Context: an optimization exercise on an open-source flow, tuned for small area, a short achievable clock period and few clock cycles. The choices shown serve that exercise and are no tape-out recipe.
Only simulation tests tie the RTL to the original design; equivalence was not proved.

File: flow/design.v
module pagerank16 #(parameter N=16, WIDTH=16)
(
input clk,
input reset,
input start,
input [5:0] iters,
input [N*N-1:0] adjacency,
input [N*WIDTH-1:0] weights,
output [10*WIDTH-1:0] top_vals,
output [10*4-1:0] top_ids,
output reg done
);
localparam base = 17'h10000;
localparam d    = 16'h2666;           
localparam dn   = d/N;                
localparam db   = base-d;             
localparam n_1  = base/N;             
localparam S_IDLE = 2'd0, S_RUN = 2'd1, S_SORT = 2'd2;
reg [1:0] state;
reg [WIDTH-1:0] nodeVal [N-1:0];       
reg [WIDTH-1:0] nodeVal_next [N-1:0];  
reg [3:0] ID [N-1:0];                  
reg [3:0] page;       
reg [3:0] ref_page;   
reg [5:0] iter;       
reg [WIDTH-1:0] acc;  
reg [3:0] head, p, max;
wire [WIDTH-1:0] w_k = weights[ref_page*WIDTH +: WIDTH];
wire [WIDTH-1:0] v_k = nodeVal[ref_page];
wire [3*WIDTH-1:0] temp = db * w_k * v_k;
wire link = adjacency[{page, ref_page}];
wire [WIDTH-1:0] acc_base = (ref_page == 4'd0) ? dn[WIDTH-1:0] : acc;
wire [WIDTH-1:0] acc_new = acc_base + (link ? temp[3*WIDTH-1:2*WIDTH] : {WIDTH{1'b0}});
wire better = (nodeVal[p] > nodeVal[max]) ||
              ((nodeVal[p] == nodeVal[max]) && (ID[p] < ID[max]));
wire [3:0] max_sel = better ? p : max;
integer i;
always @(posedge clk or posedge reset) begin
	if (reset) begin
		state <= S_IDLE;
		done <= 1'b0;
		page <= 0;
		ref_page <= 0;
		iter <= 0;
		acc <= 0;
		head <= 0;
		p <= 0;
		max <= 0;
		for (i=0; i<N; i=i+1) begin
			nodeVal[i] <= n_1[WIDTH-1:0];
			nodeVal_next[i] <= 0;
			ID[i] <= i;
		end
	end
	else begin
		case (state)
		S_IDLE: begin
			if (start) begin
				done <= 1'b0;
				page <= 0;
				ref_page <= 0;
				iter <= 0;
				head <= 0;
				p <= 1;
				max <= 0;
				for (i=0; i<N; i=i+1) begin
					nodeVal[i] <= n_1[WIDTH-1:0];
					ID[i] <= i;
				end
				state <= (iters == 6'd0) ? S_SORT : S_RUN;
			end
		end
		S_RUN: begin
			acc <= acc_new;
			ref_page <= ref_page + 1'b1;
			if (ref_page == N-1) begin
				nodeVal_next[page] <= acc_new;
				page <= page + 1'b1;
				if (page == N-1) begin
					for (i=0; i<N-1; i=i+1)
						nodeVal[i] <= nodeVal_next[i];
					nodeVal[N-1] <= acc_new;
					iter <= iter + 1'b1;
					if (iter + 6'd1 == iters)
						state <= S_SORT;
				end
			end
		end
		S_SORT: begin
			if (p == N-1) begin
				nodeVal[head] <= nodeVal[max_sel];
				nodeVal[max_sel] <= nodeVal[head];
				ID[head] <= ID[max_sel];
				ID[max_sel] <= ID[head];
				if (head == 4'd9) begin
					state <= S_IDLE;
					done <= 1'b1;
				end
				else begin
					head <= head + 1'b1;
					p <= head + 4'd2;
					max <= head + 1'b1;
				end
			end
			else begin
				max <= max_sel;
				p <= p + 1'b1;
			end
		end
		default: state <= S_IDLE;
		endcase
	end
end
generate
	genvar g;
	for (g=0; g<10; g=g+1) begin : outs
		assign top_vals[g*WIDTH +: WIDTH] = nodeVal[g];
		assign top_ids[g*4 +: 4] = ID[g];
	end
endgenerate
endmodule
File: flow/run.sh
#!/bin/bash
# synth_recipe.tcl (not shown) runs the flow's synth.tcl, then flattens the netlist and writes it again
# the make line also repeats each setting of config.mk as NAME=value (left out here)
make -C /OpenROAD-flow-scripts/flow DESIGN_CONFIG=/design/flow/config.mk WORK_HOME=/design/flow/orfs CLKGATE_MAP_FILE= SYNTH_SCRIPT=/design/flow/synth_recipe.tcl finish
File: flow/config.mk
export PLATFORM = sky130hd
export DESIGN_NAME = pagerank16
export DESIGN_NICKNAME = pagerank16
export VERILOG_FILES = /design/flow/design.v
export SDC_FILE = /design/flow/constraint.sdc
export NUM_CORES = 8
export LEC_CHECK = 0
export CAP_MARGIN = 20
export CORE_MARGIN = 2
export CORE_UTILIZATION = 30
export PLACE_DENSITY = 0.45
export SLEW_MARGIN = 20
File: flow/constraint.sdc
create_clock -name core_clock -period 23.0 [get_ports {clk}]
set_input_delay 4.6000 -clock core_clock [delete_from_list [all_inputs] [get_ports {clk}]]
set_output_delay 4.6000 -clock core_clock [all_outputs]
set_load 0.01 [all_outputs]
==> results of run 1 <==
[critical path, delay by kind of cell]
kind                     cells  cell delay, ps
AO/OA/AOI/OAI               23            5420
multiplexers                 2            1270
AND/OR/NAND/NOR              5             980
buffers and inverters       10            1110
XOR/XNOR                     4            1530
adder cells (fa/ha/maj)     15            6590
[synth_stat cells, drive strengths merged, types with 82 or more instances]
| library cell | instances |
|---|---|
| a21oi | 186 |
| a221oi | 123 |
| a22o | 137 |
| a22oi | 276 |
| a31oi | 273 |
| and2 | 147 |
| and3 | 83 |
| buf | 100 |
| clkbuf | 493 |
| dfrtp | 557 |
| fa | 486 |
| ha | 302 |
| inv | 646 |
| mux2 | 82 |
| mux4 | 164 |
| nand2 | 1178 |
| nand3 | 139 |
| nor2 | 284 |
| o21ai | 817 |
[area by class of cell]
class	instances	area share, %
multi-input combinational	5485	56.5
inverter	647	3.14
clock buffer	109	2.84
tap	2805	4.52
sequential	605	19.6
clock inverter	31	0.542
timing repair buffer	1070	12.8
antenna	27	0.0871
[stage by stage]
step / cells / utilization, %
after detailed placement: 10609 / 35.7
after floorplan: 7330 / -
after global placement: 10608 / 35.7
final: 10779 / 37.0
after global routing: 10756 / 37.0
after CTS: 10749 / 36.9
[routing by layer]
layer / track usage (%) / vias up
li1: - / 27283
met1: 46.9 / 35281
met2: 58.5 / 5462
met3: 14.4 / 1695
met4: 28.3 / 34
met5: 0 / -
[state kept, by name, summed over array words and instances, names as in the netlist]
register / cells
iter: 6
done: 1
nodeVal: 256
p: 4
ID: 64
max: 4
ref_page: 4
head: 4
page: 4
state: 2
acc: 16
nodeVal_next: 240
[worst paths after layout]
kind / from / endpoint / cells past startpoint
worst min register to register: acc[14]$_DFFE_PP0P_ / acc[14]$_DFFE_PP0P_ / 1
worst max register to register: ref_page[0]$_DFFE_PP0P_ / nodeVal[15][15]$_DFFE_PP0P_ / 59
worst max-delay path: weights[19] / nodeVal[15][15]$_DFFE_PP0P_ / 59
min in group asynchronous: reset / ID[2][2]$_DFFE_PP0P_ / 2
max in group asynchronous: reset / nodeVal_next[6][2]$_DFFE_PP0P_ / 6
worst min-delay path: acc[14]$_DFFE_PP0P_ / acc[14]$_DFFE_PP0P_ / 1
[cells by family after synthesis]
| group | synth area share [%] |
|---|---|
| xor gates and xnor gates | 1.04 |
| DFF | 24.0 |
| adders and majority gates | 21.3 |
| muxes | 8.10 |
| and+or+nand+nor | 14.7 |
| buffers and inverters | 7.60 |
| AOI/OAI and AO/OA | 23.2 |
==> results.json, run 1 <==
{
  "layout_common_cells": "1171 x nand2_1, 721 x clkdlybuf4s50_1, 720 x o21ai_0",
  "yosysTopAreaCellShare_pct": 22.0,
  "fin_setup_tns_ps": 0,
  "coreArea_um2": 210000,
  "ys_ff_latch": 605,
  "wirelength_mm": 436,
  "fin_crit_sh_pct": 91.2,
  "maxSlewHeadroom_pct": 7.40,
  "ant_nets": 0,
  "min_path_type": "reg -> reg",
  "dp_slack_ps": 1360,
  "dieArea_um2": 215000,
  "ys_async_sr_fraction_pct": 100,
  "clk_path_buf_depth": 3,
  "slowest_stage": "xor2_2",
  "clk_pin_slew_worst_paths_ps": 60,
  "route.met2.wl_mm": 184,
  "yosys.area.top_type": "dfrtp_1",
  "avgSynthCellArea_um2": 8.64,
  "place_hpwl_mm": 314,
  "fin_skew_ps": 53.0,
  "io_buffers": 721,
  "max_stage_delay_ps": 710,
  "routed_via_density": 6.47,
  "syn_area_um2": 63300,
  "groute.usage.overall_pct": 39.4,
  "synthTopCellsByArea": "dfrtp_1 22%, fa_1 15%, nand2_1 7.0%",
  "critical_path_peak_fanout": 16,
  "cts_root_buffer": "clkbuf_16",
  "rsz0062_at_grt": "no",
  "pin_count": 722,
  "cp_data_arrival_time_ps": 21530,
  "hold_buffers": 0,
  "drv_slew": 0,
  "yosysUniqueCellTypes": 92,
  "syn_nets": 8639,
  "worst_slack_ps": 2020,
  "synth_edf_count": 0,
  "clkLatencyLatePin_ps": 740,
  "start_kind": "input port",
  "finalHoldViolCount": 0,
  "final_area_um2": 77600,
  "post_cts_buffers": 0,
  "drc_errors": 0,
  "reg2reg_setup_slack_ps": 5050,
  "numCtsBuffers": 77,
  "end_kind": "flip-flop",
  "netlist_instances": 7330,
  "antenna_found_initial": 54,
  "wl_met1_mm": 160,
  "cts.sinks": 605,
  "tightest_slew_ps": 1390,
  "grt_pass1_vias": 67931,
  "overflow": 0,
  "max_freq_ghz": 0.0477,
  "period_needed_ps": 20980,
  "cts_resized": 0,
  "layout.nets": 9195,
  "synthFlopType": "dfrtp_1",
  "dr.pass1.iters": 13,
  "top_layer_used": "met5",
  "wl_met3_mm": 51.6,
  "required_ps": 23550,
  "htreeDepth": 3,
  "place_area_um2": 74900,
  "cpMostUsedCell": "fa_1",
  "die_h_um": 463,
  "first_iter_violations": 10873,
  "drive_gt1_share_pct": 11.8,
  "vias": 69755,
  "status": "complete, no violations",
  "drv_cap": 0,
  "die-width_um": 463,
  "whs_ps": 475,
  "area_delta_synth_final_pct": 22.6,
  "fillCellCount": 21796,
  "globalplace.congestion": 1.07,
  "post_drt_wl_per_cell_um": 40.4,
  "grt_max_degree": 107,
  "criticalPathCategory": "in -> reg",
  "ys_seq_area_share_pct": 24.0,
  "final_common_cell": "nand2_1",
  "grt_pass1_wl_mm": 588,
  "seq_area_um2": 15200,
  "multiInputGateArea_um2": 43900,
  "start_util_pct": 30.2,
  "cts_tree": "built",
  "setup_viol": 0,
  "row_count": 168,
  "yosys_warnings": 4
}
Testbench counts, summed over its fixed seeds: cycles 250,848.
==> inputs of run 2 (changes only) <==
==> flow/design.v (replaced) <==
module pagerank16 #(parameter N=16, WIDTH=16)
(
input clk,
input reset,
input start,
input [5:0] iters,
input [N*N-1:0] adjacency,
input [N*WIDTH-1:0] weights,
output [10*WIDTH-1:0] top_vals,
output [10*4-1:0] top_ids,
output reg done
);
localparam [15:0] DN = 16'h0266;
localparam [16:0] DB = 17'h0D99A;
reg busy;
reg init;             
reg [5:0] left;       
reg zero;             
reg [4:0] cnt;        
reg par;              
reg [15:0] val [0:N-1];
reg [15:0] TA [0:N-1];
reg [15:0] TB [0:N-1];
reg m1v;
reg [3:0] m1k;
reg [15:0] wk, vk;
reg m1b;              
reg r1v;
reg [3:0] r1k;
reg [15:0] adj_r;
reg [15:0] lv [0:9];  
reg [3:0] li [0:9];
reg [9:0] lvalid;
wire go = start & ~busy;
wire last = (left == 6'd0);
wire [63:0] prod = {47'd0, DB} * {48'd0, wk} * {48'd0, vk};
wire [15:0] tk = prod[47:32];
reg [15:0] s;
integer k;
always @* begin
	s = DN;
	for (k=0; k<N; k=k+1)
		s = s + (adj_r[k] ? (par ? TB[k] : TA[k]) : 16'd0);
end
wire [15:0] newv = zero ? 16'h1000 : s;
reg [9:0] gt;
always @* begin
	for (k=0; k<10; k=k+1)
		gt[k] = ~lvalid[k] | (newv > lv[k]);
end
wire issue_row = busy & ~init & (cnt < 5'd16);
wire issue_init_mul = busy & init & (cnt < 5'd16);
wire phase_end = busy & (init ? (cnt == 5'd15) : (cnt == 5'd16));
integer i;
always @(posedge clk or posedge reset) begin
	if (reset) begin
		busy <= 1'b0;
		init <= 1'b0;
		left <= 6'd0;
		zero <= 1'b0;
		cnt <= 5'd0;
		par <= 1'b0;
		done <= 1'b0;
		lvalid <= 10'd0;
		r1v <= 1'b0;
		m1v <= 1'b0;
	end else begin
		r1v <= issue_row;
		m1v <= issue_init_mul | (r1v & ~last);
		if (go) begin
			busy <= 1'b1;
			done <= 1'b0;
			zero <= (iters == 6'd0);
			init <= (iters != 6'd0);
			left <= (iters == 6'd0) ? 6'd0 : iters - 6'd1;
			cnt <= 5'd0;
			par <= 1'b0;
			lvalid <= 10'd0;
		end else if (busy) begin
			cnt <= cnt + 1'b1;
			if (r1v && last)
				for (i=0; i<10; i=i+1)
					if (i > 0 && gt[i-1])
						lvalid[i] <= lvalid[i-1];
					else if (gt[i])
						lvalid[i] <= 1'b1;
			if (phase_end) begin
				cnt <= 5'd0;
				if (init) begin
					init <= 1'b0;
				end else if (last) begin
					busy <= 1'b0;
					done <= 1'b1;
				end else begin
					left <= left - 1'b1;
					par <= ~par;
				end
			end
		end
	end
end
always @(posedge clk) begin
	if (go)
		for (i=0; i<N; i=i+1)
			val[i] <= 16'h1000;
	if (issue_row) begin
		adj_r <= adjacency[cnt[3:0]*N +: N];
		r1k <= cnt[3:0];
	end
	if (issue_init_mul) begin
		wk <= weights[cnt[3:0]*WIDTH +: WIDTH];
		vk <= val[cnt[3:0]];
		m1k <= cnt[3:0];
		m1b <= 1'b0;
	end else if (r1v) begin
		wk <= weights[r1k*WIDTH +: WIDTH];
		vk <= newv;
		m1k <= r1k;
		m1b <= ~par;
	end
	if (m1v) begin
		if (m1b) TB[m1k] <= tk;
		else TA[m1k] <= tk;
	end
	if (r1v) begin
		val[r1k] <= newv;
		if (last) begin
			for (i=0; i<10; i=i+1) begin
				if (i > 0 && gt[i-1]) begin
					lv[i] <= lv[i-1];
					li[i] <= li[i-1];
				end else if (gt[i]) begin
					lv[i] <= newv;
					li[i] <= r1k;
				end
			end
		end
	end
end
genvar g;
generate
	for (g=0; g<10; g=g+1) begin : outs
		assign top_vals[g*WIDTH +: WIDTH] = lv[g];
		assign top_ids[g*4 +: 4] = li[g];
	end
endgenerate
endmodule
==> run 2 against run 1 <==
Area after synthesis is 19% higher. Worst setup slack improved by 7800 ps. Count of clock-buffer cells in the layout rose by 58. Die area is 19% higher. Critical path type is now reg -> reg.
==> results.json, run 2 <==
{
  "drive_gt1_share_pct": 10.4,
  "start_kind": "flip-flop",
  "final_common_cell": "edfxtp_1",
  "vias": 52631,
  "pin_count": 722,
  "ys_seq_area_share_pct": 41.7,
  "hold_buffers": 0,
  "cts_tree": "built",
  "yosysTopAreaCellShare_pct": 40.8,
  "finalHoldViolCount": 0,
  "netlist_instances": 6503,
  "criticalPathCategory": "reg -> reg",
  "area_delta_synth_final_pct": 20.7,
  "reg.largest.list": "TA: 256 flops, TB: 256 flops, val: 256 flops",
  "setup_viol": 0,
  "synth_commonest_cells": "1024 x edfxtp_1, 956 x nand2_1, 876 x inv_1, 679 x fa_1, 452 x ha_1",
  "yosys.area.top_type": "edfxtp_1",
  "tightest_slew_ps": 1100,
  "syn_nets": 8155,
  "syn_area_um2": 75400,
  "dr.pass1.iters": 6,
  "globalplace.congestion": 0.918,
  "cp_data_arrival_time_ps": 13600,
  "maxSlewHeadroom_pct": 26.8,
  "die_h_um": 505,
  "slowest_stage": "xor2_4",
  "fin_skew_ps": 55.3,
  "min_path_type": "reg -> reg",
  "grt_pass1_vias": 54810,
  "reg2reg_setup_slack_ps": 9790,
  "end_kind": "flip-flop",
  "htreeDepth": 3,
  "groute.usage.overall_pct": 22.1,
  "grt_pass1_wl_mm": 410,
  "drv_slew": 0,
  "cts_root_buffer": "clkbuf_16",
  "dieArea_um2": 255000,
  "layout_common_cells": "1024 x edfxtp_1, 956 x nand2_1, 874 x inv_1",
  "dp_cells": 10411,
  "ant_nets": 0,
  "drv_cap": 0,
  "cpMostUsedCell": "fa_1",
  "overflow": 0,
  "clkLatencyLatePin_ps": 790,
  "fin_setup_tns_ps": 0,
  "start_util_pct": 30.1,
  "stdcell_count": 10690,
  "clk_pin_slew_worst_paths_ps": 70,
  "rsz0062_at_grt": "no",
  "status": "complete, no violations",
  "max_stage_delay_ps": 800,
  "wirelength_mm": 286,
  "cts_resized": 0,
  "synthTopCellsByArea": "edfxtp_1 41%, fa_1 18%, ha_1 7.5%",
  "avgSynthCellArea_um2": 11.6,
  "io_buffers": 721,
  "critical_path_peak_fanout": 32,
  "routed_via_density": 4.92,
  "place_hpwl_mm": 213,
  "die-width_um": 505,
  "drc_errors": 0,
  "synth_edf_count": 1024,
  "antenna_found_initial": 30,
  "period_needed_ps": 13210,
  "ys_ff_latch": 1053,
  "fin_crit_sh_pct": 57.4,
  "post_cts_buffers": 0,
  "required_ps": 23390,
  "clk_path_buf_depth": 3,
  "cts.sinks": 1053,
  "yosysUniqueCellTypes": 85,
  "layout.nets": 8837,
  "coreArea_um2": 251000,
  "first_iter_violations": 4113,
  "ys_async_sr_fraction_pct": 2.66,
  "numCtsBuffers": 120,
  "row_count": 184,
  "synth.most_common_cell": "edfxtp_1",
  "grt_max_degree": 93,
  "max_freq_ghz": 0.0757,
  "yosys_warnings": 6,
  "synthFlopType": "edfxtp_1",
  "post_drt_wl_per_cell_um": 26.8
}
run 2: changes by cell type in the layout (fill, tap and decap cells not counted), sizes merged, moves of 140 or more:
cell and delta:
a22oi -265, a31oi -247, buf -180, dfrtp -529, edfxtp +1024, fa +193, ha +150, inv +235
mux2 +140, nand2 -222, o21ai -619
run 2: cell type report:
class	instances	area (µm²)
inverter	886	3330
tap	3348	4190
antenna	57	143
sequential	1053	31500
timing repair buffer	890	8500
fill	24679	160000
clock inverter	55	439
clock buffer	167	3220
multi-input combinational	4234	39700
run 2: metrics by stage:
stage / utilization, % / setup WS [ps] / instance area, µm² / hold WS (ps)
global route: 36.3 / 8860 / 91000 / 561
floorplan: - / 11270 / 75400 / 423
global placement: 34.8 / 9660 / 87200 / 492
finish: 36.3 / 9790 / 91000 / 515
detailed placement: 34.8 / 9770 / 87200 / 495
CTS: 36.2 / 9670 / 90900 / 520
run 2: worst max-delay path, delay by kind of cell (launching register included):
kind / cells / cell delay (ps)
buf+inv: 6 / 320
mux: 1 / 180
fa+ha+maj: 14 / 6190
compound gates: 10 / 3700
xor+xnor: 2 / 970
simple gates: 7 / 900
flops: 1 / 510
run 2: cells by family after synthesis:
family / share of synthesized area, %
AOI/OAI and AO/OA: 4.87
adders and majority gates: 25.5
muxes: 9.29
xor gates and xnor gates: 1.02
and+or+nand+nor: 11.5
DFF: 41.7
buffers and inverters: 6.12
run 2: layer usage:
metal / GRT usage (%) / wire, µm / up-vias / part of all wire [%]
met2: 36.3 / 137000 / 1538 / 48
met5: 0 / 96 / - / 0.034
met4: 6.58 / 8570 / 14 / 3.0
met1: 29.9 / 124000 / 27374 / 43
met3: 3.76 / 16600 / 321 / 5.8
li1: - / - / 23384 / -
run 2: worst paths after layout:
check,from,end,cells after the start
worst min-delay path,done$_DFFE_PP0P_,done$_DFFE_PP0P_,2
worst max register to register,wk[5]$_DFFE_PP_,TB[1][13]$_DFFE_PP_,40
worst max-delay path,wk[5]$_DFFE_PP_,TB[1][13]$_DFFE_PP_,40
max in group asynchronous,reset,cnt[2]$_DFFE_PP0P_,3
worst min register to register,done$_DFFE_PP0P_,done$_DFFE_PP0P_,2
min in group asynchronous,reset,lvalid[7]$_DFFE_PP0P_,3
Testbench counts of run 2, summed over its fixed seeds: cycles 17,136.
==> inputs of run 3 (changes only) <==
==> flow/design.v (replaced) <==
module pagerank16 #(parameter N=16, WIDTH=16)
(
input clk,
input reset,
input start,
input [5:0] iters,
input [N*N-1:0] adjacency,
input [N*WIDTH-1:0] weights,
output [10*WIDTH-1:0] top_vals,
output [10*4-1:0] top_ids,
output reg done
);
localparam [15:0] DN = 16'h0266;
localparam [16:0] DB = 17'h0D99A;
reg busy;
reg init;             
reg [5:0] left;       
reg zero;             
reg [3:0] cnt;        
reg par;              
reg [15:0] val [0:N-1];
reg [15:0] TA [0:N-1];
reg [15:0] TB [0:N-1];
reg m1v;
reg [2:0] m1c;        
reg [15:0] wa, va, wb, vb;
reg m1b;
reg r1v;
reg [2:0] r1c;
reg [15:0] adja, adjb;
reg [15:0] lv [0:9];  
reg [3:0] li [0:9];
reg [9:0] lvalid;
wire go = start & ~busy;
wire last = (left == 6'd0);
wire [63:0] proda = {47'd0, DB} * {48'd0, wa} * {48'd0, va};
wire [63:0] prodb = {47'd0, DB} * {48'd0, wb} * {48'd0, vb};
wire [15:0] ta = proda[47:32];
wire [15:0] tb = prodb[47:32];
reg [15:0] sa, sb;
integer k;
always @* begin
	sa = DN;
	sb = DN;
	for (k=0; k<N; k=k+1) begin
		sa = sa + (adja[k] ? (par ? TB[k] : TA[k]) : 16'd0);
		sb = sb + (adjb[k] ? (par ? TB[k] : TA[k]) : 16'd0);
	end
end
wire [15:0] newa = zero ? 16'h1000 : sa;
wire [15:0] newb = zero ? 16'h1000 : sb;
wire [3:0] ida = {r1c, 1'b0};
wire [3:0] idb = {r1c, 1'b1};
reg [15:0] v1 [0:9];
reg [3:0] i1 [0:9];
reg [9:0] ok1;
reg [15:0] v2 [0:9];
reg [3:0] i2 [0:9];
reg [9:0] ok2;
reg [9:0] g1, g2;
integer i;
always @* begin
	for (i=0; i<10; i=i+1)
		g1[i] = ~lvalid[i] | (newa > lv[i]);
	for (i=0; i<10; i=i+1) begin
		if (i > 0 && g1[i-1]) begin
			v1[i] = lv[i-1]; i1[i] = li[i-1]; ok1[i] = lvalid[i-1];
		end else if (g1[i]) begin
			v1[i] = newa; i1[i] = ida; ok1[i] = 1'b1;
		end else begin
			v1[i] = lv[i]; i1[i] = li[i]; ok1[i] = lvalid[i];
		end
	end
	for (i=0; i<10; i=i+1)
		g2[i] = ~ok1[i] | (newb > v1[i]);
	for (i=0; i<10; i=i+1) begin
		if (i > 0 && g2[i-1]) begin
			v2[i] = v1[i-1]; i2[i] = i1[i-1]; ok2[i] = ok1[i-1];
		end else if (g2[i]) begin
			v2[i] = newb; i2[i] = idb; ok2[i] = 1'b1;
		end else begin
			v2[i] = v1[i]; i2[i] = i1[i]; ok2[i] = ok1[i];
		end
	end
end
wire issue_row = busy & ~init & (cnt < 4'd8);
wire issue_init_mul = busy & init & (cnt < 4'd8);
wire phase_end = busy & (init ? (cnt == 4'd7) : (cnt == 4'd8));
always @(posedge clk or posedge reset) begin
	if (reset) begin
		busy <= 1'b0;
		init <= 1'b0;
		left <= 6'd0;
		zero <= 1'b0;
		cnt <= 4'd0;
		par <= 1'b0;
		done <= 1'b0;
		lvalid <= 10'd0;
		r1v <= 1'b0;
		m1v <= 1'b0;
	end else begin
		r1v <= issue_row;
		m1v <= issue_init_mul | (r1v & ~last);
		if (go) begin
			busy <= 1'b1;
			done <= 1'b0;
			zero <= (iters == 6'd0);
			init <= (iters != 6'd0);
			left <= (iters == 6'd0) ? 6'd0 : iters - 6'd1;
			cnt <= 4'd0;
			par <= 1'b0;
			lvalid <= 10'd0;
		end else if (busy) begin
			cnt <= cnt + 1'b1;
			if (r1v && last)
				lvalid <= ok2;
			if (phase_end) begin
				cnt <= 4'd0;
				if (init) begin
					init <= 1'b0;
				end else if (last) begin
					busy <= 1'b0;
					done <= 1'b1;
				end else begin
					left <= left - 1'b1;
					par <= ~par;
				end
			end
		end
	end
end
always @(posedge clk) begin
	if (go)
		for (i=0; i<N; i=i+1)
			val[i] <= 16'h1000;
	if (issue_row) begin
		adja <= adjacency[{cnt[2:0], 1'b0}*N +: N];
		adjb <= adjacency[{cnt[2:0], 1'b1}*N +: N];
		r1c <= cnt[2:0];
	end
	if (issue_init_mul) begin
		wa <= weights[{cnt[2:0], 1'b0}*WIDTH +: WIDTH];
		wb <= weights[{cnt[2:0], 1'b1}*WIDTH +: WIDTH];
		va <= val[{cnt[2:0], 1'b0}];
		vb <= val[{cnt[2:0], 1'b1}];
		m1c <= cnt[2:0];
		m1b <= 1'b0;
	end else if (r1v) begin
		wa <= weights[ida*WIDTH +: WIDTH];
		wb <= weights[idb*WIDTH +: WIDTH];
		va <= newa;
		vb <= newb;
		m1c <= r1c;
		m1b <= ~par;
	end
	if (m1v) begin
		if (m1b) begin
			TB[{m1c, 1'b0}] <= ta;
			TB[{m1c, 1'b1}] <= tb;
		end else begin
			TA[{m1c, 1'b0}] <= ta;
			TA[{m1c, 1'b1}] <= tb;
		end
	end
	if (r1v) begin
		val[ida] <= newa;
		val[idb] <= newb;
		if (last)
			for (i=0; i<10; i=i+1) begin
				lv[i] <= v2[i];
				li[i] <= i2[i];
			end
	end
end
genvar g;
generate
	for (g=0; g<10; g=g+1) begin : outs
		assign top_vals[g*WIDTH +: WIDTH] = lv[g];
		assign top_ids[g*4 +: 4] = li[g];
	end
endgenerate
endmodule
==> run 3 against run 2 <==
Still clean. Critical path depth is 4 higher. Sequential share of layout area is 9.6 points lower. Area after synthesis is 50% higher. Final cell count is 57% higher. Hold slack worse by 31 ps. Routed wire length is 51% higher. Via count is 63% higher. Final area is 45% higher.
==> results.json, run 3 <==
{
  "cts.sinks": 1098,
  "fin_setup_tns_ps": 0,
  "crit_end": "li[8][1]$_DFFE_PP_",
  "slowest_stage": "dfrtp_4",
  "synth-simple-area-share_pct": 13.1,
  "drive_gt1_share_pct": 8.42,
  "crit_start": "par$_DFFE_PP0P_",
  "die_h_um": 618,
  "cts_root_buffer": "clkbuf_16",
  "worst-path-buf-inv": 11,
  "ys_seq_area_share_pct": 29.0,
  "start_kind": "flip-flop",
  "worst_slack_ps": 8650,
  "grt_pass1_wl_mm": 629,
  "status": "complete, no violations",
  "avgSynthCellArea_um2": 10.2,
  "globalplace.congestion": 0.913,
  "criticalPathCategory": "reg -> reg",
  "cts_resized": 0,
  "ant_nets": 0,
  "synth.most_common_cell": "inv_1",
  "rsz0062_at_grt": "no",
  "ys_async_sr_fraction_pct": 2.46,
  "rr_endpoint": "li[8][1]$_DFFE_PP_",
  "use_met1_pct": 29.5,
  "synthTopCellsByArea": "edfxtp_1 28%, fa_1 24%, ha_1 9.8%",
  "min_path_type": "reg -> reg",
  "synthFlopType": "edfxtp_1",
  "groute.usage.overall_pct": 22.4,
  "clk_path_buf_depth": 4,
  "cp_data_arrival_time_ps": 14920,
  "io_buffers": 721,
  "synth_xor_area_share_pct": 1.29,
  "max_stage_delay_ps": 750,
  "end_kind": "flip-flop",
  "synth_commonest_cells": "1731 x inv_1, 1626 x nand2_1, 1370 x fa_1, 1070 x edfxtp_1, 884 x ha_1",
  "tightest_slew_ps": 1230,
  "use_met3_pct": 3.30,
  "reg2reg_setup_slack_ps": 8650,
  "layout_common_cells": "1724 x inv_1, 1623 x nand2_1, 1370 x fa_1",
  "die-width_um": 618,
  "drv_slew": 0,
  "fin_skew_ps": 77.6,
  "yosysTopAreaCellShare_pct": 28.4,
  "dp_cells": 16523,
  "synth-compound-area-share_pct": 6.87,
  "place_hpwl_mm": 318,
  "min_path_cells": 1,
  "start_util_pct": 30.1,
  "cpMostUsedCell": "fa_1",
  "vias": 85731,
  "row_count": 225,
  "dr.pass1.iters": 6,
  "routed_via_density": 5.10,
  "first_iter_violations": 7359,
  "dieArea_um2": 382000,
  "overflow": 0,
  "max_freq_ghz": 0.0697,
  "maxSlewHeadroom_pct": 17.8,
  "post_drt_wl_per_cell_um": 25.7,
  "synthAdderAreaFrac_pct": 34.0,
  "cp_top_family": "buffers and inverters",
  "ys_ff_latch": 1098,
  "dp_slack_ps": 8870,
  "finalHoldViolCount": 0,
  "required_ps": 23570,
  "r2r_cells": 44,
  "grt_pass1_vias": 91231,
  "crit-reg2reg-launch": "par$_DFFE_PP0P_",
  "grt_max_degree": 143,
  "clk_pin_slew_worst_paths_ps": 60,
  "stdcell_count": 16809,
  "wirelength_mm": 432,
  "yosys.area.top_type": "edfxtp_1",
  "coreArea_um2": 375000,
  "antenna_found_initial": 31,
  "cts_tree": "built",
  "synth_top_family_by_area": "adder cells",
  "synth_edf_count": 1070,
  "period_needed_ps": 14350,
  "htreeDepth": 4,
  "final_common_cell": "inv_1",
  "yosys_warnings": 11,
  "pin_count": 722,
  "clkLatencyLatePin_ps": 860,
  "area_delta_synth_final_pct": 16.4,
  "critical_path_peak_fanout": 68,
  "reg.largest.list": "TA: 256 flops, TB: 256 flops, val: 256 flops",
  "synth_mux_area_share_pct": 7.94,
  "crit_cells": 44,
  "fin_crit_sh_pct": 62.4,
  "netlist_instances": 11087,
  "met2_usage_pct": 37.0,
  "drc_errors": 0,
  "grt_busiest_layer": "met2",
  "post_cts_buffers": 0,
  "syn_area_um2": 113000,
  "numCtsBuffers": 143,
  "layout.nets": 14449,
  "syn_nets": 13862,
  "setup_viol": 0,
  "drv_cap": 0,
  "hold_buffers": 0,
  "yosysUniqueCellTypes": 84
}
[run 3: changes by cell type in the layout (fill, tap and decap cells not counted), moves of 91 or more]
cell	delta
buf_4	+119
and2_1	+110
mux2i_1	+170
nand2_1	+667
inv_1	+850
ha_1	+432
nor2_1	+154
o21ai_0	+164
fa_1	+691
a21oi_1	+306
a21o_1	+91
[run 3: cell families (layout without fill, tap and decap cells)]
logic type      after synthesis  after routing
compound gates             1265           1265
xor+xnor                    162            162
fa+ha+maj                  2254           2254
buf+inv                    2319           3010
flops                      1098           1098
mux                         702            702
other cells                   0             37
simple gates               3287           3287
[run 3: routing by layer]
metal	wire length (µm)	part of all wire, %
met4	19400	4.5
met3	26700	6.2
met1	182000	42
met2	204000	47
met5	77	0.018
[run 3: metrics by stage]
step                util, %  hold WS (ps)  cell area, µm²
floorplan                 -           449          113000
global placement       33.8           469          127000
detailed placement     33.9           474          127000
CTS                    35.1           489          132000
global route           35.1           509          132000
finish                 35.1           484          132000
[run 3: worst min path at each step]
stage | endpoint | slack [ps] | from
after CTS | done$_DFFE_PP0P_ | 490 | done$_DFFE_PP0P_
after floorplan | r1c[1]$_DFFE_PP_ | 450 | cnt[1]$_DFFE_PP0P_
after detailed placement | done$_DFFE_PP0P_ | 470 | done$_DFFE_PP0P_
final | done$_DFFE_PP0P_ | 480 | done$_DFFE_PP0P_
after global placement | done$_DFFE_PP0P_ | 470 | done$_DFFE_PP0P_
after global routing | done$_DFFE_PP0P_ | 510 | done$_DFFE_PP0P_
[run 3: final cells by class]
cell class / count / area [µm²]
multi-input combinational: 7670 / 72000
clock inverter: 72 / 636
timing repair buffer: 1010 / 9410
clock buffer: 177 / 3860
tap: 4994 / 6250
inverter: 1751 / 6580
sequential: 1098 / 32800
antenna: 37 / 92.6
fill: 37656 / 244000
[run 3: worst reg2reg max path, delay by kind of cell (launching register included)]
family	cells	cell delay, ps
flip-flops	1	750
buffers and inverters	11	3880
XOR/XNOR	7	1900
AO/OA/AOI/OAI	9	1770
AND/OR/NAND/NOR	5	1110
multiplexers	4	1000
adder cells (fa/ha/maj)	8	3710
Testbench counts of run 3, summed over its fixed seeds: cycles 9,072.
==> inputs of run 4 (changes only) <==
--- a/flow/design.v
+++ b/flow/design.v
@@ -28,10 +28,14 @@
 reg r1v;
 reg [2:0] r1c;
 reg [15:0] adja, adjb;
+reg insv;             
+reg fin;              
+reg [15:0] qa, qb;
+reg [3:0] qida, qidb;
 reg [15:0] lv [0:9];  
 reg [3:0] li [0:9];
 reg [9:0] lvalid;
-wire go = start & ~busy;
+wire go = start & ~busy & ~fin;
 wire last = (left == 6'd0);
 wire [63:0] proda = {47'd0, DB} * {48'd0, wa} * {48'd0, va};
 wire [63:0] prodb = {47'd0, DB} * {48'd0, wb} * {48'd0, vb};
@@ -61,23 +65,23 @@
 integer i;
 always @* begin
 	for (i=0; i<10; i=i+1)
-		g1[i] = ~lvalid[i] | (newa > lv[i]);
+		g1[i] = ~lvalid[i] | (qa > lv[i]);
 	for (i=0; i<10; i=i+1) begin
 		if (i > 0 && g1[i-1]) begin
 			v1[i] = lv[i-1]; i1[i] = li[i-1]; ok1[i] = lvalid[i-1];
 		end else if (g1[i]) begin
-			v1[i] = newa; i1[i] = ida; ok1[i] = 1'b1;
+			v1[i] = qa; i1[i] = qida; ok1[i] = 1'b1;
 		end else begin
 			v1[i] = lv[i]; i1[i] = li[i]; ok1[i] = lvalid[i];
 		end
 	end
 	for (i=0; i<10; i=i+1)
-		g2[i] = ~ok1[i] | (newb > v1[i]);
+		g2[i] = ~ok1[i] | (qb > v1[i]);
 	for (i=0; i<10; i=i+1) begin
 		if (i > 0 && g2[i-1]) begin
 			v2[i] = v1[i-1]; i2[i] = i1[i-1]; ok2[i] = ok1[i-1];
 		end else if (g2[i]) begin
-			v2[i] = newb; i2[i] = idb; ok2[i] = 1'b1;
+			v2[i] = qb; i2[i] = qidb; ok2[i] = 1'b1;
 		end else begin
 			v2[i] = v1[i]; i2[i] = i1[i]; ok2[i] = ok1[i];
 		end
@@ -98,7 +102,13 @@
 		lvalid <= 10'd0;
 		r1v <= 1'b0;
 		m1v <= 1'b0;
+		insv <= 1'b0;
+		fin <= 1'b0;
 	end else begin
+		insv <= r1v & last;
+		fin <= 1'b0;
+		if (fin)
+			done <= 1'b1;
 		r1v <= issue_row;
 		m1v <= issue_init_mul | (r1v & ~last);
 		if (go) begin
@@ -112,7 +122,7 @@
 			lvalid <= 10'd0;
 		end else if (busy) begin
 			cnt <= cnt + 1'b1;
-			if (r1v && last)
+			if (insv)
 				lvalid <= ok2;
 			if (phase_end) begin
 				cnt <= 4'd0;
@@ -120,7 +130,7 @@
 					init <= 1'b0;
 				end else if (last) begin
 					busy <= 1'b0;
-					done <= 1'b1;
+					fin <= 1'b1;
 				end else begin
 					left <= left - 1'b1;
 					par <= ~par;
@@ -165,12 +175,16 @@
 	if (r1v) begin
 		val[ida] <= newa;
 		val[idb] <= newb;
-		if (last)
-			for (i=0; i<10; i=i+1) begin
-				lv[i] <= v2[i];
-				li[i] <= i2[i];
-			end
+		qa <= newa;
+		qb <= newb;
+		qida <= ida;
+		qidb <= idb;
 	end
+	if (insv)
+		for (i=0; i<10; i=i+1) begin
+			lv[i] <= v2[i];
+			li[i] <= i2[i];
+		end
 end
 genvar g;
 generate
==> run 4 against run 3 <==
Still clean on timing, DRC and antenna. Synthesized cell count down 0.95%. Final cell count fell by 0.51%. Utilization about the same. Clock skew rose by 19 ps. Critical path depth is 6 lower. Register-to-register slack better by 810 ps. Critical path type unchanged. Highest routed layer is now met4.
==> results.json, run 4 <==
{
  "ant_nets": 0,
  "yosys.area.top_type": "edfxtp_1",
  "fin_crit_sh_pct": 58.9,
  "place_hpwl_mm": 310,
  "setup_viol": 0,
  "cts.sinks": 1135,
  "drc_errors": 0,
  "layout.nets": 14335,
  "wirelength_mm": 421,
  "overflow": 0,
  "synth_commonest_cells": "1738 x inv_1, 1493 x nand2_1, 1360 x fa_1, 1105 x edfxtp_1, 894 x ha_1",
  "start_util_pct": 30.1,
  "synth_edf_count": 1105,
  "period_needed_ps": 13540,
  "synthTopCellsByArea": "edfxtp_1 29%, fa_1 24%, ha_1 9.7%",
  "grt_max_degree": 128,
  "row_count": 227,
  "yosysUniqueCellTypes": 90,
  "grt_pass1_vias": 89669,
  "first_iter_violations": 6092,
  "layout_common_cells": "1735 x inv_1, 1490 x nand2_1, 1360 x fa_1",
  "yosysTopAreaCellShare_pct": 28.9,
  "fin_skew_ps": 96.3,
  "hold_buffers": 0,
  "final_common_cell": "inv_1",
  "avgSynthCellArea_um2": 10.5,
  "syn_nets": 13757,
  "dr.pass1.iters": 6,
  "cp_data_arrival_time_ps": 14070,
  "area_delta_synth_final_pct": 16.6,
  "cts_root_buffer": "clkbuf_16",
  "cts_tree": "built",
  "ys_async_sr_fraction_pct": 2.56,
  "fillCellCount": 38553,
  "die-width_um": 623,
  "post_cts_buffers": 0,
  "routed_via_density": 5.07,
  "cpMostUsedCell": "fa_1",
  "grt_pass1_wl_mm": 618,
  "fin_setup_tns_ps": 0,
  "clk_pin_slew_worst_paths_ps": 60,
  "whs_ps": 503,
  "synth.most_common_cell": "inv_1",
  "syn_area_um2": 115000,
  "max_stage_delay_ps": 920,
  "die_h_um": 623,
  "ys_ff_latch": 1135,
  "criticalPathCategory": "reg -> reg",
  "drv_slew": 0,
  "seq_area_um2": 33900,
  "max_freq_ghz": 0.0738,
  "critical_path_peak_fanout": 22,
  "globalplace.congestion": 0.882,
  "antenna_found_initial": 29,
  "clkLatencyLatePin_ps": 880,
  "clk_path_buf_depth": 4,
  "coreArea_um2": 382000,
  "tightest_slew_ps": 1200,
  "synthFlopType": "edfxtp_1",
  "post_drt_wl_per_cell_um": 25.2,
  "numCtsBuffers": 152,
  "fin_util_pct": 35.1,
  "maxSlewHeadroom_pct": 19.7,
  "status": "complete, no violations",
  "pin_count": 722,
  "vias": 84852,
  "min_path_type": "reg -> reg",
  "finalHoldViolCount": 0,
  "drive_gt1_share_pct": 8.60,
  "groute.usage.overall_pct": 21.5,
  "end_kind": "flip-flop",
  "ys_seq_area_share_pct": 29.6,
  "rsz0062_at_grt": "no",
  "slowest_stage": "edfxtp_1",
  "cts_resized": 0,
  "drv_cap": 0,
  "htreeDepth": 4,
  "netlist_instances": 10982,
  "io_buffers": 721,
  "dieArea_um2": 388000,
  "multiInputGateArea_um2": 72600,
  "reg.largest.list": "TA: 256 flops, TB: 256 flops, val: 256 flops",
  "required_ps": 23520,
  "start_kind": "flip-flop",
  "yosys_warnings": 11
}
run 4: cell types whose count changed after synthesis, moves of 41 or more:
| cell | before | now |
|---|---|---|
| mux2i_1 | 299 | 340 |
| nor2_1 | 542 | 453 |
| a21oi_1 | 406 | 323 |
| a22oi_1 | 14 | 58 |
| nand2_1 | 1626 | 1493 |
| and2_1 | 274 | 346 |
| o21ai_0 | 357 | 194 |
| nor2b_1 | 182 | 240 |
| clkbuf_1 | 499 | 444 |
run 4: worst paths after layout:
| check | end | slack [ps] | cells past startpoint | from |
|---|---|---|---|---|
| setup / recovery | TA[0][15]$_DFFE_PP_ | 9460 | 38 | wa[1]$_DFFE_PP_ |
| hold / removal | done$_DFFE_PP0P_ | 500 | 2 | fin$_DFF_PP0_ |
| setup reg to reg | TA[0][15]$_DFFE_PP_ | 9460 | 38 | wa[1]$_DFFE_PP_ |
| hold reg to reg | done$_DFFE_PP0P_ | 500 | 2 | fin$_DFF_PP0_ |
| max in group asynchronous | cnt[0]$_DFFE_PP0N_ | 18280 | 3 | reset |
| min in group asynchronous | lvalid[4]$_DFFE_PP0P_ | 4240 | 3 | reset |
run 4: cells by family after synthesis:
| kind of cell | synth area share (%) |
|---|---|
| flip-flops | 29.6 |
| AND/OR/NAND/NOR | 12.5 |
| XOR/XNOR | 1.33 |
| buffers and inverters | 7.59 |
| AO/OA/AOI/OAI | 7.30 |
| multiplexers | 8.24 |
| adder cells (fa/ha/maj) | 33.5 |
run 4: layout make-up:
type | count | share of cell area, %
multi-input cells | 7550 | 54.3
inverters | 1738 | 4.88
diodes | 7 | 0.0131
clock buffers | 181 | 3.00
clock inverters | 92 | 0.892
flip-flops and latches | 1135 | 25.4
well taps | 5038 | 4.71
repair buffers | 983 | 6.88
run 4: critical path: cells and delay by family (launching register included):
| kind | cells | cell delay (ps) |
|---|---|---|
| AO/OA/AOI/OAI | 12 | 3870 |
| XOR/XNOR | 2 | 680 |
| adder cells (fa/ha/maj) | 14 | 6260 |
| buffers and inverters | 6 | 460 |
| flip-flops | 1 | 920 |
| AND/OR/NAND/NOR | 4 | 1070 |
run 4: per-stage QoR:
stage	std cells	worst slack (ps)	cell area (µm²)
3_3_place_gp	16443	9460	129000
2_1_floorplan	10982	11660	115000
6_report	16724	9460	134000
5_1_grt	16718	8730	134000
3_5_place_dp	16444	9200	129000
4_1_cts	16717	9230	134000
run 4: per-layer routing:
layer,track usage [%],vias up,wire [µm]
met5,0,-,0
met3,2.49,480,21700
met2,36.4,2456,204000
met1,29.2,44264,184000
met4,5.03,0,11000
li1,-,37652,-
Testbench counts of run 4, summed over its fixed seeds: cycles 9,120.
==> inputs of run 5 (changes only) <==
--- a/flow/design.v
+++ b/flow/design.v
@@ -23,7 +23,8 @@
 reg [15:0] TB [0:N-1];
 reg m1v;
 reg [2:0] m1c;        
-reg [15:0] wa, va, wb, vb;
+reg [31:0] wa, wb;     
+reg [15:0] va, vb;
 reg m1b;
 reg r1v;
 reg [2:0] r1c;
@@ -37,8 +38,8 @@
 reg [9:0] lvalid;
 wire go = start & ~busy & ~fin;
 wire last = (left == 6'd0);
-wire [63:0] proda = {47'd0, DB} * {48'd0, wa} * {48'd0, va};
-wire [63:0] prodb = {47'd0, DB} * {48'd0, wb} * {48'd0, vb};
+wire [47:0] proda = {16'd0, wa} * {32'd0, va};
+wire [47:0] prodb = {16'd0, wb} * {32'd0, vb};
 wire [15:0] ta = proda[47:32];
 wire [15:0] tb = prodb[47:32];
 reg [15:0] sa, sb;
@@ -149,15 +150,15 @@
 		r1c <= cnt[2:0];
 	end
 	if (issue_init_mul) begin
-		wa <= weights[{cnt[2:0], 1'b0}*WIDTH +: WIDTH];
-		wb <= weights[{cnt[2:0], 1'b1}*WIDTH +: WIDTH];
+		wa <= DB * weights[{cnt[2:0], 1'b0}*WIDTH +: WIDTH];
+		wb <= DB * weights[{cnt[2:0], 1'b1}*WIDTH +: WIDTH];
 		va <= val[{cnt[2:0], 1'b0}];
 		vb <= val[{cnt[2:0], 1'b1}];
 		m1c <= cnt[2:0];
 		m1b <= 1'b0;
 	end else if (r1v) begin
-		wa <= weights[ida*WIDTH +: WIDTH];
-		wb <= weights[idb*WIDTH +: WIDTH];
+		wa <= DB * weights[ida*WIDTH +: WIDTH];
+		wb <= DB * weights[idb*WIDTH +: WIDTH];
 		va <= newa;
 		vb <= newb;
 		m1c <= r1c;
==> run 5 against run 4 <==
Clock skew decreased by 28 ps. Critical path depth shrank 14. Register-to-register slack improved by 4000 ps. Non-clock buffer count is 12 lower. Count of clock-buffer cells in the layout increased by 8. Final cell count is 9.8% higher. Routed wire length is 14% higher. Sequential share of layout area shrank 1.6 points. Synthesized cell count rose by 9.0%.
==> results.json, run 5 <==
{
  "vias": 91058,
  "fin_skew_ps": 68.0,
  "grt_pass1_vias": 95827,
  "max_freq_ghz": 0.0898,
  "hold_buffers": 0,
  "grt_pass1_wl_mm": 694,
  "fin_util_pct": 34.7,
  "ys_ff_latch": 1165,
  "antenna_found_initial": 115,
  "post_drt_wl_per_cell_um": 26.1,
  "clk_path_buf_depth": 4,
  "rr_endpoint": "val[7][15]$_SDFFCE_PN0P_",
  "cts_tree": "built",
  "min_path_type": "reg -> reg",
  "cp_data_arrival_time_ps": 11730,
  "period_needed_ps": 11140,
  "crit-reg2reg-launch": "par$_DFFE_PP0P_",
  "avgSynthCellArea_um2": 10.7,
  "start_util_pct": 30.1,
  "numCtsBuffers": 152,
  "cts.sinks": 1165,
  "first_iter_violations": 6462,
  "fin_setup_tns_ps": 0,
  "yosysTopAreaCellShare_pct": 26.7,
  "coreArea_um2": 423000,
  "yosys_warnings": 11,
  "yosys.area.top_type": "edfxtp_1",
  "drc_errors": 0,
  "die-width_um": 656,
  "cts_root_buffer": "clkbuf_16",
  "required_ps": 23580,
  "rsz0062_at_grt": "no",
  "overflow": 0,
  "post_cts_buffers": 0,
  "clk_pin_slew_worst_paths_ps": 60,
  "layout.nets": 15722,
  "drive_gt1_share_pct": 9.57,
  "maxSlewHeadroom_pct": 24.9,
  "tightest_slew_ps": 1130,
  "min_path_cells": 2,
  "critical_path_peak_fanout": 4,
  "netlist_instances": 11975,
  "min_to": "done$_DFFE_PP0P_",
  "worst-path-buf-inv": 7,
  "min_from": "fin$_DFF_PP0_",
  "routed_via_density": 4.96,
  "drv_slew": 0,
  "htreeDepth": 4,
  "dieArea_um2": 430000,
  "io_buffers": 721,
  "syn_nets": 15174,
  "die_h_um": 656,
  "clkLatencyLatePin_ps": 890,
  "dr.pass1.iters": 6,
  "reg.largest.list": "TA: 256 flops, TB: 256 flops, val: 256 flops",
  "reg2reg_setup_slack_ps": 13420,
  "globalplace.congestion": 1.10,
  "drv_cap": 0,
  "finalHoldViolCount": 0,
  "synthFlopType": "edfxtp_1",
  "max_stage_delay_ps": 570,
  "grt_max_degree": 98,
  "criticalPathCategory": "in -> reg",
  "pin_count": 722,
  "status": "complete, no violations",
  "start_kind": "input port",
  "slowest_stage": "mux2i_1",
  "path_cells": "clkdlybuf4s50_1, mux4_2, mux2i_1, inv_1, ha_1, ha_1, inv_1, fa_1, inv_1, fa_1, fa_1, inv_1, fa_1, inv_1, ha_1, inv_1, a2111oi_0, a2bb2oi_1, a221o_1, o221a_2, o31ai_1, a41oi_1, xor2_1, mux2i_1",
  "end_kind": "flip-flop",
  "layout_common_cells": "2207 x inv_1, 1538 x fa_1, 1161 x nand2_1",
  "ant_nets": 0,
  "syn_area_um2": 128000,
  "setup_viol": 0,
  "synth_edf_count": 1135,
  "cts_resized": 0,
  "row_count": 239,
  "dp_slack_ps": 10980,
  "ys_seq_area_share_pct": 27.3,
  "whs_ps": 506,
  "yosysUniqueCellTypes": 84,
  "synth.most_common_cell": "inv_1",
  "area_delta_synth_final_pct": 15.1,
  "wirelength_mm": 479,
  "groute.usage.overall_pct": 22.1,
  "place_hpwl_mm": 365,
  "final_common_cell": "inv_1",
  "r2r_cells": 22,
  "fin_crit_sh_pct": 48.4,
  "cp_top_family": "adder cells",
  "cpMostUsedCell": "inv_1",
  "worst_slack_ps": 11860,
  "synthTopCellsByArea": "edfxtp_1 27%, fa_1 24%, ha_1 11%",
  "ys_async_sr_fraction_pct": 2.49,
  "synth_commonest_cells": "2208 x inv_1, 1538 x fa_1, 1169 x nand2_1, 1140 x ha_1, 1135 x edfxtp_1"
}
## run 5: cells by family (layout without fill, tap and decap cells)
family          count (synthesis)  in the layout  share of synthesized area [%]
mux                           907            907                           10.0
xor+xnor                      225            225                           1.57
compound gates               1427           1427                           7.38
other cells                     0             67                              0
simple gates                 2787           2787                           10.2
buf+inv                      2786           3449                           8.26
fa+ha+maj                    2678           2678                           35.3
flops                        1165           1165                           27.3
## run 5: worst max-delay path by stage
stage                       from          endpoint  cells past startpoint
global route        weights[254]  wb[31]$_DFFE_PP_                     24
finish              weights[158]  wb[30]$_DFFE_PP_                     24
floorplan           weights[247]  wb[30]$_DFFE_PP_                     22
CTS                 weights[126]  wb[30]$_DFFE_PP_                     24
detailed placement  weights[126]  wb[30]$_DFFE_PP_                     24
global placement    weights[126]  wb[30]$_DFFE_PP_                     24
## run 5: per-stage QoR
step,instance area [µm²],instances
3_3_place_gp,142000,18030
4_1_cts,147000,18299
5_1_grt,147000,18347
6_report,147000,18368
2_1_floorplan,128000,11975
3_5_place_dp,142000,18030
## run 5: final cells by class
class	count	area (µm²)
Multi-Input combinational cell	8024	82500
Timing Repair Buffer	971	9130
Clock buffer	189	4100
Clock inverter	80	726
Tap cell	5663	7090
Inverter	2209	8290
Sequential cell	1165	34800
Fill cell	43148	277000
Antenna cell	67	168
## run 5: metal layers
layer	up-vias	track usage (%)	share of wire, %
met3	638	3.12	4.9
met5	-	0.332	0.055
met4	28	7.43	3.9
met1	47132	28.7	43
li1	40788	-	-
met2	2472	37.6	48
## run 5: worst min-delay path: cells and delay by family, from the launching register on
family / cells / cell delay, ps
flip-flops: 1 / 350
AND/OR/NAND/NOR: 2 / 120
Testbench counts of run 5, summed over its fixed seeds: cycles 9,120.

==> re-timing with driven ports <==
No port has a modelled driver above. Below, the same layouts with a new extraction and two added sets of constraints. Step 1 assumes that a clkbuf_16 drives the clock port and a buf_2 every other input. Step 2 times the ports against the registers' clock, not the clock port: input delays grow and output delays shrink by t, the midpoint of the rising clock arrivals with the driver on. Three values: ideal, step 1, step 2; two values: the first two.
run	t (ns)	slack for setup (ns)	worst setup path at the end
run 1	0.810	2.020 / 2.031 / 1.220	input to register
run 2	0.849	9.790 / 9.790 / 9.790	register to register
run 3	0.919	8.646 / 8.646 / 8.646	register to register
run 4	0.941	9.455 / 9.455 / 9.455	register to register
run 5	0.975	11.859 / 11.773 / 10.798	input to register
After both steps every run listed still meets setup and hold. The setup slack of run 5, which loses most, moves by -0.086 ns with the drivers and by -1.061 ns with both steps.
